From an optimization exercise on the open Yosys and OpenROAD flow, aimed at small area and a short achievable clock period; shortcuts taken in it are not production practice. The RTL was checked by simulation tests, not by an equivalence proof against the original design.

==> flow/design.v (outline; a module is shown in full before it is edited, if it fits) <==
// module Chevychev_highpass: 1485 lines
// module iir_inv: 3 lines
// module iir_fa: 4 lines
// module iir_ao: 3 lines
// module iir_and: 3 lines
// module iir_xor: 3 lines
// module iir_ha: 4 lines
module Chevychev_highpass (
    data_in, data_out, clk, rst
);
  // ...
==> flow/flow/run.sh <==
#!/bin/bash
# The standard layout (standard.sh), with three changes to how it is made:
#  - port buffers are buf_4 instead of the default (a slow delay buffer),
#  - timing repair aims for 7.55 ns of setup slack (the design runs well below
#    the 16 ns clock, so the default repair would never act),
#  - clock tree: clkbuf_8 buffers, sinks clustered by 20 within 60 um, no
#    dummy loads.
# The full make output goes to standard_sh.log; ORFS keeps per-step logs in orfs/logs.
set -euo pipefail
bash standard.sh \
  "BUFFER_PORTS_ARGS=-buffer_cell sky130_fd_sc_hd__buf_4" \
  SETUP_SLACK_MARGIN=7.55 \
  "CTS_ARGS=-sink_clustering_enable -repair_clock_nets -dont_use_dummy_load -sink_clustering_size 20 -sink_clustering_max_diameter 60 -buf_list sky130_fd_sc_hd__clkbuf_8" \
  finish > standard_sh.log 2>&1
==> flow/standard.sh <==
#!/bin/bash
# synth_recipe.tcl (not shown) runs the flow's synth.tcl, then flattens the netlist and writes it again
# the make line also repeats each setting of config.mk as NAME=value (left out here)
make -C /OpenROAD-flow-scripts/flow DESIGN_CONFIG=/design/flow/config.mk WORK_HOME=/design/flow/orfs CLKGATE_MAP_FILE= SYNTH_SCRIPT=/design/flow/synth_recipe.tcl "${@:-finish}"
==> flow/config.mk <==
export PLATFORM = sky130hd
export DESIGN_NAME = Chevychev_highpass
export DESIGN_NICKNAME = Chevychev_highpass
export VERILOG_FILES = /design/flow/design.v
export SDC_FILE = /design/flow/constraint.sdc
export NUM_CORES = 4
export LEC_CHECK = 0
export CAP_MARGIN = 20
export CORE_MARGIN = 2
export CORE_UTILIZATION = 40
export SLEW_MARGIN = 20
export SYNTH_HIERARCHICAL = 1
export SYNTH_MINIMUM_KEEP_SIZE = 0
==> flow/constraint.sdc <==
create_clock -name core_clock -period 16.0 [get_ports {clk}]
set_input_delay 3.2000 -clock core_clock [delete_from_list [all_inputs] [get_ports {clk}]]
set_output_delay 3.2000 -clock core_clock [all_outputs]
set_load 0.01 [all_outputs]
==> out/metrics.yaml, run 1 <==
run_status:
  run_status: "complete, no violations"
detailed_routing:
  antenna_left: 0
  vias: 7950
  met1_length_um: 14200
setup_path:
  r2r-end: "R8[17]$_DFF_P_"
  r2r_cells: 22
  r2r_start: "YN[0]$_DFF_P_"
  crit_path_end_kind: "output pin"
  crit_path_start: "data_in[1]"
  cp.arrival_ns: 5.13
  cp_max_fo: 9
yosys:
  yosysMostFrequentCell: "fa_1"
  synth-edff-count: 0
  yosys.area.top_type: "fa_1"
clocking:
  worstSkewPairLatency_ns: 0.48
  path_clk_slew_ns: 0.09
  clock_sinks: 177
min_path:
  hold_end: "R7[0]$_DFF_P_"
finish:
  multi_input_area_um2: 10900
  nNetsFinal: 1666
  clk_share_pct: 1.46
  insertedDiodeCount: 0
  dominant_cells: "multi-input combinational cells"
place:
  gp_congestion: 0.818
timing:
  final-hold-violation-count: 0
  relSlewSlack_pct: 41.4
  period_share_pct: 52.1
global_routing:
  use_met2_pct: 29.4
  gr-total-overflow: 0
  grt.busiest_layer: "met2"
die:
  die_x_um: 197
  rows: 70
  fp.dieArea_um2: 38700
  die_h_um: 197
==> inputs of run 2 (changes only) <==
==> flow/flow/run.sh (replaced) <==
#!/bin/bash
# The standard layout (standard.sh), with three changes to how it is made:
#  - port buffers are buf_4 instead of the default (a slow delay buffer),
#  - timing repair aims for 7.4 ns of setup slack (the design runs well below
#    the 16 ns clock, so the default repair would never act),
#  - clock tree: clkbuf_8 buffers, sinks clustered by 20 within 60 um, no
#    dummy loads.
# The full make output goes to standard_sh.log; ORFS keeps per-step logs in orfs/logs.
set -euo pipefail
bash standard.sh \
  "BUFFER_PORTS_ARGS=-buffer_cell sky130_fd_sc_hd__buf_4" \
  SETUP_SLACK_MARGIN=7.4 \
  "CTS_ARGS=-sink_clustering_enable -repair_clock_nets -dont_use_dummy_load -sink_clustering_size 20 -sink_clustering_max_diameter 60 -buf_list sky130_fd_sc_hd__clkbuf_8" \
  finish > standard_sh.log 2>&1
==> out/metrics.yaml, run 2 <==
detailed_routing:
  wl_met3_um: 1030  # was 970 um
  routed-wl-met2_um: 15300  # was 15600 um
  post_drt_wl_per_cell_um: 18.8  # about the same
  met1_length_um: 14000  # was 14200 um
  drt_first_pass_iters: 4  # unchanged
  route.detailed.drc: 0  # unchanged
  drt_iter0_markers: 302  # was 315
  antenna_left: 0  # unchanged
  viasPerCell: 4.77  # about the same
  wirelength_um: 30800  # was 31300 um
  vias: 7818  # was 7950
  top_layer_used: "met4"  # unchanged
setup_path:
  crit_path_max_incr_delay_ns: 0.34  # was 0.28 ns
  crit_required_ns: 12.80  # about the same
  crit_buf_inv: 2  # unchanged
  regToRegSetupSlack_ns: 7.78  # was 7.87 ns
  worst-path-stages: 10  # unchanged
  cp-endpoint: "data_out[17]"  # unchanged
  cp_max_fo: 9  # unchanged
  start_kind: "primary input"  # unchanged
  r2r_start: "YN[2]$_DFF_P_"  # was YN[0]$_DFF_P_
  r2r-end: "R8[17]$_DFF_P_"  # unchanged
  cp_top_family: "XOR/XNOR gates"  # was simple AND/OR/NAND/NOR gates
  crit_path_end_kind: "output pin"  # unchanged
  path_class: "in -> out"  # unchanged
  cp_slowest_cell: "a21o_1"  # was xor2_1
  r2r_cells: 21  # was 22
  cp.arrival_ns: 5.21  # was 5.13 ns
  path_cells: "buf_4 > xor2_1 > xor2_1 > and2_1 > and2_1 > a21o_1 > a21o_1 > and2_1 > xor2_1 > buf_4"  # was buf_4 > xor2_1 > xor2_1 > and2_1 > and2_1 > and2_1 > a21o_1 > and2_1 > xor2_1 > buf_4
  crit_path_start: "data_in[0]"  # was data_in[1]
die:
  core_um2: 36600  # unchanged
  die_h_um: 197  # unchanged
  start_util_pct: 40.6  # unchanged
  rows: 70  # unchanged
  io_pins: 28  # unchanged
  die_x_um: 197  # unchanged
  fp.dieArea_um2: 38700  # unchanged
place:
  gp_congestion: 0.818  # unchanged
  dpl-instance-area_um2: 15600  # unchanged
  io_buffers: 27  # unchanged
  dpl_worst_slack_ns: 7.56  # unchanged
  dp_hpwl_um: 25600  # unchanged
timing:
  layout_setup_ws_ns: 7.59  # was 7.67 ns
  fmax_ghz: 0.119  # was 0.120 GHz
  period_share_pct: 52.6  # was 52.1%
  final-hold-violation-count: 0  # unchanged
  worstMarginPinSlew_ns: 0.875  # was 0.880 ns
  finClkSkew_ns: 0.0306  # was 0.0312 ns
  fin_crit_ns: 8.41  # was 8.33 ns
  rsz0062_at_grt: "no"  # was yes
  slew_viol_final: 0  # unchanged
  final.setup.tns_ns: 0  # unchanged
  relSlewSlack_pct: 41.7  # was 41.4%
  finalSetupViolCount: 0  # unchanged
clocking:
  cts_buffer_depth: 2  # unchanged
  clockRootBuffer: "clkbuf_8"  # unchanged
  clock_sinks: 177  # unchanged
  cts_made_buffers: 17  # unchanged
  cts_tree: "built"  # unchanged
  h-tree-depth: 4  # unchanged
  path_clk_slew_ns: 0.09  # about the same
  worstSkewPairLatency_ns: 0.48  # about the same
  cts_hold_buf: 0  # unchanged
yosys:
  synth_cells: 1146  # unchanged
  synth_cell_types: 32  # unchanged
  syn_avg_cell_area_um2: 13.0  # unchanged
  yosys.area.top_type: "fa_1"  # unchanged
  yosys_warnings: 7  # unchanged
  yosysSeqAreaShare_pct: 23.8  # unchanged
  synth_top_area_share_pct: 50.0  # unchanged
  synth.ff_latch_count: 177  # unchanged
  synth_common_cells: "fa_1 (371), dfxtp_1 (177), xor2_1 (96), nand2_1 (95), nor2_1 (94)"  # unchanged
  synthArstFlopShare_pct: 0  # unchanged
  synth_area_leaders: "fa_1 (50%), dfxtp_1 (24%), ha_1 (7.2%)"  # unchanged
  yosysMostFrequentCell: "fa_1"  # unchanged
  synth_ff_type: "dfxtp_1"  # unchanged
  synth-edff-count: 0  # unchanged
  netlist_area_um2: 14900  # unchanged
global_routing:
  grt_max_degree: 70  # unchanged
  grt.total_usage_pct: 18.0  # about the same
  grt_pass1_vias: 8992  # was 8996
  grt_first_pass_wirelength_um: 51500  # about the same
  gr-total-overflow: 0  # unchanged
  antenna_found_initial: 0  # unchanged
finish:
  synthToLayoutAreaGrowth_pct: 6.35  # was 7.92%
  nNetsFinal: 1639  # was 1666
  layout_common_cells: "fa_1 (364), dfxtp_1 (177), xor2_1 (96), nand2_1 (95), nor2_1 (94)"  # was fa_1 (356), dfxtp_1 (176), nand2_1 (95), xor2_1 (95), nor2_1 (94)
  final_util_pct: 43.2  # was 43.8%
  final_common_cell: "fa_1"  # unchanged
  insertedDiodeCount: 0  # unchanged
  drive_gt1_share_pct: 5.98  # was 9.02%
  final_cell_area_um2: 15800  # was 16000 um^2
min_path:
  worstHoldPathType: "reg -> reg"  # unchanged
run_status:
  run_status: "complete, no violations"  # unchanged
run:
  cap_violations: 0  # unchanged
## run 2: cell count changes in the layout (fill, tap and decap cells not counted), sizes merged
cell,delta
buf,-27
## run 2: modules after synthesis (local to each module, per instance)
module              flip-flops and latches  times used  cells
iir_inv                                  0           1      1
iir_xor                                  0          96      1
iir_ha                                   0          86      1
iir_fa                                   0         371      1
Chevychev_highpass                     177           1    542
iir_ao                                   0          32      1
iir_and                                  0          18      1
## run 2: final cells by class
cell class | count | area (um^2)
Clock buffer | 17 | 234
Fill cell | 3450 | 20800
Inverter | 77 | 290
Multi-Input combinational cell | 860 | 10900
Sequential cell | 177 | 3540
Tap cell | 468 | 586
Timing Repair Buffer | 39 | 293
## run 2: tightest hold or removal path: cells and delay by family (launching register included)
| kind | cells | cell delay [ns] |
|---|---|---|
| adders and majority gates | 1 | 0.13 |
| DFF | 1 | 0.32 |
| and+or+nand+nor | 1 | 0.03 |
## run 2: cell families after synthesis
family,Yosys count,synth area share [%]
other,1,0.0252
buffers and inverters,114,3.33
adders and majority gates,457,57.2
DFF,177,23.8
AOI/OAI and AO/OA,59,2.92
xor gates and xnor gates,96,5.66
and+or+nand+nor,242,6.99
## run 2: through the flow
stage	hold slack [ns]	cells
after floorplan	0.451	1151
after global placement	0.482	1621
after detailed placement	0.486	1621
after CTS	0.492	1638
after global routing	0.514	1638
final	0.491	1638
## run 2: timing repair
item	4_1_cts	5_1_grt
endpoints found under the hold margin	0	0
setup endpoints to repair	0	3
resized for setup	0	7
buffers inserted	0	0
## run 2: how the worst min path moves through the flow
stage,startpoint,end,slack (ns),cells after the start
floorplan,RS[17]$_DFF_P_,YN[17]$_DFF_P_,0.45,2
global placement,R6[0]$_DFF_P_,R5[0]$_DFF_P_,0.48,2
detailed placement,R6[0]$_DFF_P_,R5[0]$_DFF_P_,0.49,2
CTS,R8[0]$_DFF_P_,R7[0]$_DFF_P_,0.49,2
global route,R6[0]$_DFF_P_,R5[0]$_DFF_P_,0.51,2
finish,R8[0]$_DFF_P_,R7[0]$_DFF_P_,0.49,2
## run 2: metal layers
layer  GRT usage [%]  up-vias
li1                -     3552
met1            25.1     4155
met2            29.3       88
met3            2.99       23
met4            4.51        0
met5               0        -
==> inputs of run 3 (changes only) <==
==> flow/flow/run.sh (replaced) <==
#!/bin/bash
# The standard layout (standard.sh), with three changes to how it is made:
#  - port buffers are buf_4 instead of the default (a slow delay buffer),
#  - timing repair aims for 7.5 ns of setup slack (the design runs well below
#    the 16 ns clock, so the default repair would never act),
#  - clock tree: clkbuf_8 buffers, sinks clustered by 20 within 60 um, no
#    dummy loads.
# The full make output goes to standard_sh.log; ORFS keeps per-step logs in orfs/logs.
set -euo pipefail
bash standard.sh \
  "BUFFER_PORTS_ARGS=-buffer_cell sky130_fd_sc_hd__buf_4" \
  SETUP_SLACK_MARGIN=7.5 \
  "CTS_ARGS=-sink_clustering_enable -repair_clock_nets -dont_use_dummy_load -sink_clustering_size 20 -sink_clustering_max_diameter 60 -buf_list sky130_fd_sc_hd__clkbuf_8" \
  finish > standard_sh.log 2>&1
==> out/metrics.yaml, run 3 <==
finish:
  nFillCells: 3448  # was 3450
  synthToLayoutAreaGrowth_pct: 6.37  # was 6.35%
  fin_cells: 1638  # unchanged
  regArea_um2: 3540  # about the same
  multi_input_area_um2: 10900  # about the same
  insertedDiodeCount: 0  # unchanged
  drive_gt1_share_pct: 6.15  # was 5.98%
  nNetsFinal: 1639  # unchanged
  final_common_cell: "fa_1"  # unchanged
  layout_common_cells: "fa_1 (364), dfxtp_1 (176), xor2_1 (96), nand2_1 (95), nor2_1 (94)"  # was fa_1 (364), dfxtp_1 (177), xor2_1 (96), nand2_1 (95), nor2_1 (94)
  final_cell_area_um2: 15800  # about the same
setup_path:
  cp.arrival_ns: 5.12  # was 5.21 ns
  r2r_cells: 22  # was 21
  cp_max_fo: 9  # unchanged
  start_kind: "primary input"  # unchanged
  cp_slowest_cell: "xor2_1"  # was a21o_1
  crit_path_max_incr_delay_ns: 0.29  # was 0.34 ns
  crit_required_ns: 12.80  # about the same
  path_cells: "buf_4 > xor2_1 > xor2_1 > and2_1 > and2_1 > and2_1 > a21o_1 > and2_1 > xor2_1 > buf_4"  # was buf_4 > xor2_1 > xor2_1 > and2_1 > and2_1 > a21o_1 > a21o_1 > and2_1 > xor2_1 > buf_4
  path_class: "in -> out"  # unchanged
  r2r_start: "YN[0]$_DFF_P_"  # was YN[2]$_DFF_P_
  crit_path_end_kind: "output pin"  # unchanged
  crit_top_cell: "and2_1"
  r2r-end: "R8[17]$_DFF_P_"  # unchanged
  regToRegSetupSlack_ns: 7.85  # was 7.78 ns
detailed_routing:
  viasPerCell: 4.77  # about the same
  drt_iter0_markers: 301  # was 302
  drt_first_pass_iters: 4  # unchanged
  antenna_left: 0  # unchanged
  post_drt_wl_per_cell_um: 18.8  # about the same
  wirelength_um: 30800  # about the same
  route.detailed.drc: 0  # unchanged
  vias: 7817  # was 7818
clocking:
  cts_buffer_depth: 2  # unchanged
  cts_tree: "built"  # unchanged
  path_clk_slew_ns: 0.09  # about the same
  post-cts-setup-buffers: 0  # unchanged
  clockRootBuffer: "clkbuf_8"  # unchanged
  cts_hold_buf: 0  # unchanged
  post_cts_resized: 0  # unchanged
  h-tree-depth: 4  # unchanged
  clock_sinks: 177  # unchanged
  cts_made_buffers: 17  # unchanged
  worstSkewPairLatency_ns: 0.48  # about the same
yosys:
  synth_top_area_share_pct: 50.0  # unchanged
  synth_compound_area_share_pct: 2.92  # unchanged
  netlist_area_um2: 14900  # unchanged
  syn_avg_cell_area_um2: 13.0  # unchanged
  synth_ff_type: "dfxtp_1"  # unchanged
  yosys_warnings: 7  # unchanged
  yosysMostFrequentCell: "fa_1"  # unchanged
  synth.ff_latch_count: 177  # unchanged
  synth_common_cells: "fa_1 (371), dfxtp_1 (177), xor2_1 (96), nand2_1 (95), nor2_1 (94)"  # unchanged
  yosysSeqAreaShare_pct: 23.8  # unchanged
  synthMuxAreaShare_pct: 0  # unchanged
  synth_area_leaders: "fa_1 (50%), dfxtp_1 (24%), ha_1 (7.2%)"  # unchanged
  synth_cell_types: 32  # unchanged
  yosys.area_share.simple_pct: 6.99  # unchanged
  synthArstFlopShare_pct: 0  # unchanged
  synth_fa_ha_area_share_pct: 57.2  # unchanged
  yosys.area.top_type: "fa_1"  # unchanged
  synth_xor_area_share_pct: 5.66  # unchanged
  synth_top_family_by_area: "adder cells"  # unchanged
  synth-edff-count: 0  # unchanged
  synth_cells: 1146  # unchanged
timing:
  slew_viol_final: 0  # unchanged
  fin_crit_ns: 8.32  # was 8.41 ns
  relSlewSlack_pct: 41.7  # about the same
  period_share_pct: 52.0  # was 52.6%
  finalSetupViolCount: 0  # unchanged
  layout_setup_ws_ns: 7.68  # was 7.59 ns
  final-hold-violation-count: 0  # unchanged
  hold_ws_ns: 0.491  # unchanged
  rsz0062_at_grt: "yes"  # was no
  worstMarginPinSlew_ns: 0.875  # about the same
  finClkSkew_ns: 0.0306  # unchanged
  final.setup.tns_ns: 0  # unchanged
  fmax_ghz: 0.120  # was 0.119 GHz
min_path:
  hold_start: "R8[0]$_DFF_P_"  # unchanged
  holdPathStages: 2  # unchanged
  worstHoldPathType: "reg -> reg"  # unchanged
  hold_end: "R7[0]$_DFF_P_"  # unchanged
run_status:
  run_status: "complete, no violations"  # unchanged
place:
  dpl-instance-area_um2: 15600  # unchanged
  gp_congestion: 0.818  # unchanged
  dp_hpwl_um: 25600  # unchanged
  dpl_worst_slack_ns: 7.56  # unchanged
  io_buffers: 27  # unchanged
  dp.cells: 1621  # unchanged
die:
  fp.dieArea_um2: 38700  # unchanged
  die_x_um: 197  # unchanged
  core_um2: 36600  # unchanged
  rows: 70  # unchanged
  io_pins: 28  # unchanged
  die_h_um: 197  # unchanged
  start_util_pct: 40.6  # unchanged
global_routing:
  antenna_found_initial: 0  # unchanged
  grt_max_degree: 70  # unchanged
  grt.total_usage_pct: 18.0  # unchanged
  gr-total-overflow: 0  # unchanged
  grt_pass1_vias: 8992  # unchanged
  grt_first_pass_wirelength_um: 51500  # unchanged
run:
  cap_violations: 0  # unchanged
[run 3: stage by stage]
stage / utilization [%]
2_1_floorplan: -
3_3_place_gp: 42.5
3_5_place_dp: 42.5
4_1_cts: 43.1
5_1_grt: 43.2
6_report: 43.2
[run 3: worst max-delay path by stage]
stage / from / to / cells after the start
6_report: data_in[3] / data_out[17] / 10
2_1_floorplan: YN[0]$_DFF_P_ / R8[17]$_DFF_P_ / 21
5_1_grt: YN[0]$_DFF_P_ / R8[17]$_DFF_P_ / 22
3_3_place_gp: YN[2]$_DFF_P_ / R8[17]$_DFF_P_ / 21
4_1_cts: YN[2]$_DFF_P_ / R8[17]$_DFF_P_ / 21
3_5_place_dp: YN[2]$_DFF_P_ / R8[17]$_DFF_P_ / 21
[run 3: per-module statistics from Yosys, one instance, submodules excluded]
module | flops+latches | cells inside
iir_fa | 0 | 1
Chevychev_highpass | 177 | 542
iir_and | 0 | 1
iir_ha | 0 | 1
iir_xor | 0 | 1
iir_inv | 0 | 1
iir_ao | 0 | 1
[run 3: cells by family after synthesis]
kind of cell               after synthesis
adders and majority gates              457
xor gates and xnor gates                96
AOI/OAI and AO/OA                       59
other                                    1
and+or+nand+nor                        242
DFF                                    177
buffers and inverters                  114
[run 3: cell type report]
cell class                 instances  area share (%)
tap                              468            3.70
sequential                       177            22.4
timing repair buffer              39            1.85
inverter                          77            1.84
multi-input combinational        860            68.7
clock buffer                      17            1.48
[run 3: critical path: cells and delay by family]
family / cells / cell delay (ns)
buffers and inverters: 2 / 0.34
xor gates and xnor gates: 3 / 0.70
and+or+nand+nor: 4 / 0.71
AOI/OAI and AO/OA: 1 / 0.16
[run 3: routing by layer]
layer	track usage, %	vias up	wire length (um)
met2	29.3	86	15300
met3	2.99	23	993
met1	25.1	4157	14000
li1	-	3551	-
met5	0	-	0
met4	4.51	0	480
==> inputs of run 4 (changes only) <==
--- a/flow/flow/run.sh
+++ b/flow/flow/run.sh
@@ -10,5 +10,5 @@
 bash standard.sh \
   "BUFFER_PORTS_ARGS=-buffer_cell sky130_fd_sc_hd__buf_4" \
   SETUP_SLACK_MARGIN=7.5 \
-  "CTS_ARGS=-sink_clustering_enable -repair_clock_nets -dont_use_dummy_load -sink_clustering_size 20 -sink_clustering_max_diameter 60 -buf_list sky130_fd_sc_hd__clkbuf_8" \
+  "CTS_ARGS=-sink_clustering_enable -repair_clock_nets -dont_use_dummy_load -sink_clustering_size 40 -sink_clustering_max_diameter 200 -sink_clustering_levels 1 -buf_list sky130_fd_sc_hd__clkbuf_8" \
   finish > standard_sh.log 2>&1
==> out/metrics.yaml, run 4 <==
run_status:
  run_status: "complete, no violations"  # unchanged
finish:
  nNetsFinal: 1639  # unchanged
  layout_common_cells: "fa_1 (364), dfxtp_1 (176), xor2_1 (96), nand2_1 (95), nor2_1 (94)"  # unchanged
  synthToLayoutAreaGrowth_pct: 6.37  # unchanged
  final_common_cell: "fa_1"  # unchanged
  insertedDiodeCount: 0  # unchanged
  drive_gt1_share_pct: 6.15  # unchanged
detailed_routing:
  antenna_left: 0  # unchanged
  route.detailed.drc: 0  # unchanged
  vias: 7817  # unchanged
  drt_iter0_markers: 301  # unchanged
  wirelength_um: 30800  # unchanged
  viasPerCell: 4.77  # unchanged
  post_drt_wl_per_cell_um: 18.8  # unchanged
  drt_first_pass_iters: 4  # unchanged
place:
  io_buffers: 27  # unchanged
  dpl_worst_slack_ns: 7.56  # unchanged
  gp_congestion: 0.818  # unchanged
  dp_hpwl_um: 25600  # unchanged
timing:
  final.setup.tns_ns: 0  # unchanged
  layout_setup_ws_ns: 7.68  # unchanged
  period_share_pct: 52.0  # unchanged
  finalSetupViolCount: 0  # unchanged
  fmax_ghz: 0.120  # unchanged
  worstMarginPinSlew_ns: 0.875  # unchanged
  fin_crit_ns: 8.32  # unchanged
  finClkSkew_ns: 0.0306  # unchanged
  slew_viol_final: 0  # unchanged
  rsz0062_at_grt: "yes"  # unchanged
  final-hold-violation-count: 0  # unchanged
  relSlewSlack_pct: 41.7  # unchanged
setup_path:
  regToRegSetupSlack_ns: 7.85  # about the same
  crit_path_end_kind: "output pin"  # unchanged
  r2r_start: "YN[0]$_DFF_P_"  # unchanged
  r2r-end: "R8[17]$_DFF_P_"  # unchanged
  path_class: "in -> out"  # unchanged
  start_kind: "primary input"  # unchanged
  crit_required_ns: 12.80  # about the same
  cp.arrival_ns: 5.12  # about the same
  r2r_cells: 22  # unchanged
  cp_max_fo: 9  # unchanged
global_routing:
  grt_max_degree: 70  # unchanged
  grt_first_pass_wirelength_um: 51500  # unchanged
  grt.total_usage_pct: 18.0  # unchanged
  gr-total-overflow: 0  # unchanged
  antenna_found_initial: 0  # unchanged
  grt_pass1_vias: 8992  # unchanged
die:
  start_util_pct: 40.6  # unchanged
  die_h_um: 197  # unchanged
  die_x_um: 197  # unchanged
  rows: 70  # unchanged
  fp.dieArea_um2: 38700  # unchanged
  core_um2: 36600  # unchanged
  io_pins: 28  # unchanged
clocking:
  cts_hold_buf: 0  # unchanged
  h-tree-depth: 4  # unchanged
  cts_buffer_depth: 2  # unchanged
  worstSkewPairLatency_ns: 0.48  # about the same
  cts_tree: "built"  # unchanged
  clockRootBuffer: "clkbuf_8"  # unchanged
  clock_sinks: 177  # unchanged
  path_clk_slew_ns: 0.09  # about the same
  cts_made_buffers: 17  # unchanged
min_path:
  holdPathStages: 2  # unchanged
  hold_end: "R7[0]$_DFF_P_"  # unchanged
  worstHoldPathType: "reg -> reg"  # unchanged
  hold_start: "R8[0]$_DFF_P_"  # unchanged
yosys:
  synth-edff-count: 0  # unchanged
  synth_cells: 1146  # unchanged
  synth.ff_latch_count: 177  # unchanged
  synth_ff_type: "dfxtp_1"  # unchanged
  syn_avg_cell_area_um2: 13.0  # unchanged
  synth_cell_types: 32  # unchanged
  synth_common_cells: "fa_1 (371), dfxtp_1 (177), xor2_1 (96), nand2_1 (95), nor2_1 (94)"  # unchanged
  yosysMostFrequentCell: "fa_1"  # unchanged
  synth_area_leaders: "fa_1 (50%), dfxtp_1 (24%), ha_1 (7.2%)"  # unchanged
  yosysSeqAreaShare_pct: 23.8  # unchanged
  yosys.area.top_type: "fa_1"  # unchanged
  netlist_area_um2: 14900  # unchanged
  synth_top_area_share_pct: 50.0  # unchanged
  yosys_warnings: 7  # unchanged
  synthArstFlopShare_pct: 0  # unchanged
run:
  cap_violations: 0  # unchanged
-- run 4: cell counts after synthesis --
Identical to the previous run, type by type.
-- run 4: what timing repair did --
item | CTS | global route
setup buffers | 0 | 0
gates resized for setup | 0 | 9
endpoints found under the setup margin | 0 | 5
-- run 4: cell type report --
| type | instances | area [um^2] |
|---|---|---|
| Clock buffer | 17 | 234 |
| Fill cell | 3448 | 20800 |
| Inverter | 77 | 290 |
| Multi-Input combinational cell | 860 | 10900 |
| Sequential cell | 177 | 3540 |
| Tap cell | 468 | 586 |
| Timing Repair Buffer | 39 | 293 |
-- run 4: how the worst max path moves through the flow --
| stage | from | to | slack [ns] | cells after the start |
|---|---|---|---|---|
| CTS | YN[2]$_DFF_P_ | R8[17]$_DFF_P_ | 7.52 | 21 |
| global route | YN[0]$_DFF_P_ | R8[17]$_DFF_P_ | 7.49 | 22 |
| detailed placement | YN[2]$_DFF_P_ | R8[17]$_DFF_P_ | 7.56 | 21 |
| finish | data_in[3] | data_out[17] | 7.68 | 10 |
| global placement | YN[2]$_DFF_P_ | R8[17]$_DFF_P_ | 7.69 | 21 |
| floorplan | YN[0]$_DFF_P_ | R8[17]$_DFF_P_ | 8.02 | 21 |
-- run 4: logic make-up (layout without fill, tap and decap cells) --
kind of cell	Yosys count	after routing	share of synthesized area, %
flops	177	177	23.8
compound gates	59	59	2.92
xor+xnor	96	96	5.66
other cells	1	6	0.0252
buf+inv	114	133	3.33
fa+ha+maj	457	457	57.2
simple gates	242	242	6.99
-- run 4: layer usage --
layer | wire (um) | vias to the layer above | GRT usage [%]
met5 | 0 | - | 0
met4 | 480 | 0 | 4.51
met3 | 993 | 23 | 2.99
met1 | 14000 | 4157 | 25.1
met2 | 15300 | 86 | 29.3
li1 | - | 3551 | -
-- run 4: metrics by stage --
stage | cells | hold WS [ns] | util [%] | instance area [um^2]
2_1_floorplan | 1151 | 0.451 | - | 14900
3_3_place_gp | 1621 | 0.482 | 42.5 | 15600
3_5_place_dp | 1621 | 0.486 | 42.5 | 15600
4_1_cts | 1638 | 0.492 | 43.1 | 15800
5_1_grt | 1638 | 0.514 | 43.2 | 15800
6_report | 1638 | 0.491 | 43.2 | 15800
-- run 4: per-module statistics from Yosys, one instance, submodules excluded --
module,cells inside,area [um^2],flops+latches,times used
iir_and,1,6.26,0,18
iir_inv,1,3.75,0,1
iir_ha,1,12.5,0,86
iir_xor,1,8.76,0,96
iir_ao,1,7.51,0,32
iir_fa,1,20.0,0,371
Chevychev_highpass,542,5160,177,1
-- run 4: critical path, cell delays in order --
cell and delay (ns):
buf_4 0.19, xor2_1 0.23, xor2_1 0.29, and2_1 0.19
and2_1 0.21, and2_1 0.15, a21o_1 0.16, and2_1 0.16
xor2_1 0.18, buf_4 0.15

==> re-timing with driven ports <==
The results above use ideal ports. As a check the final layouts listed here were re-extracted and re-timed, cells and wires unchanged. Step 1: set_driving_cell puts a clkbuf_16 on clk and a buf_2 on each other input, an assumption about the parent block. Step 2 adds t to the input delays and takes it off the output delays; t is the mean of the earliest and latest rising clock arrival at the registers after step 1. Input paths then give back, and output paths get back, about the clock's delay inside the block. Slacks: ideal / step 1 / step 2; pairs: ideal / step 1.
run	t (ns)	slack for setup (ns)	worst setup path at the end	latest minus earliest clock arrival (ns)
run 1	0.510	7.669 / 7.640 / 7.640	input to output	0.031 / 0.031
run 2	0.512	7.587 / 7.564 / 7.564	input to output	0.031 / 0.031
run 3	0.512	7.683 / 7.660 / 7.660	input to output	0.031 / 0.031
run 4	0.512	7.683 / 7.660 / 7.660	input to output	0.031 / 0.031
After both steps setup and hold are still met in every run listed. For run 1, which loses most, drivers alone change the setup slack by -0.029 ns; drivers and shift together by -0.029 ns.
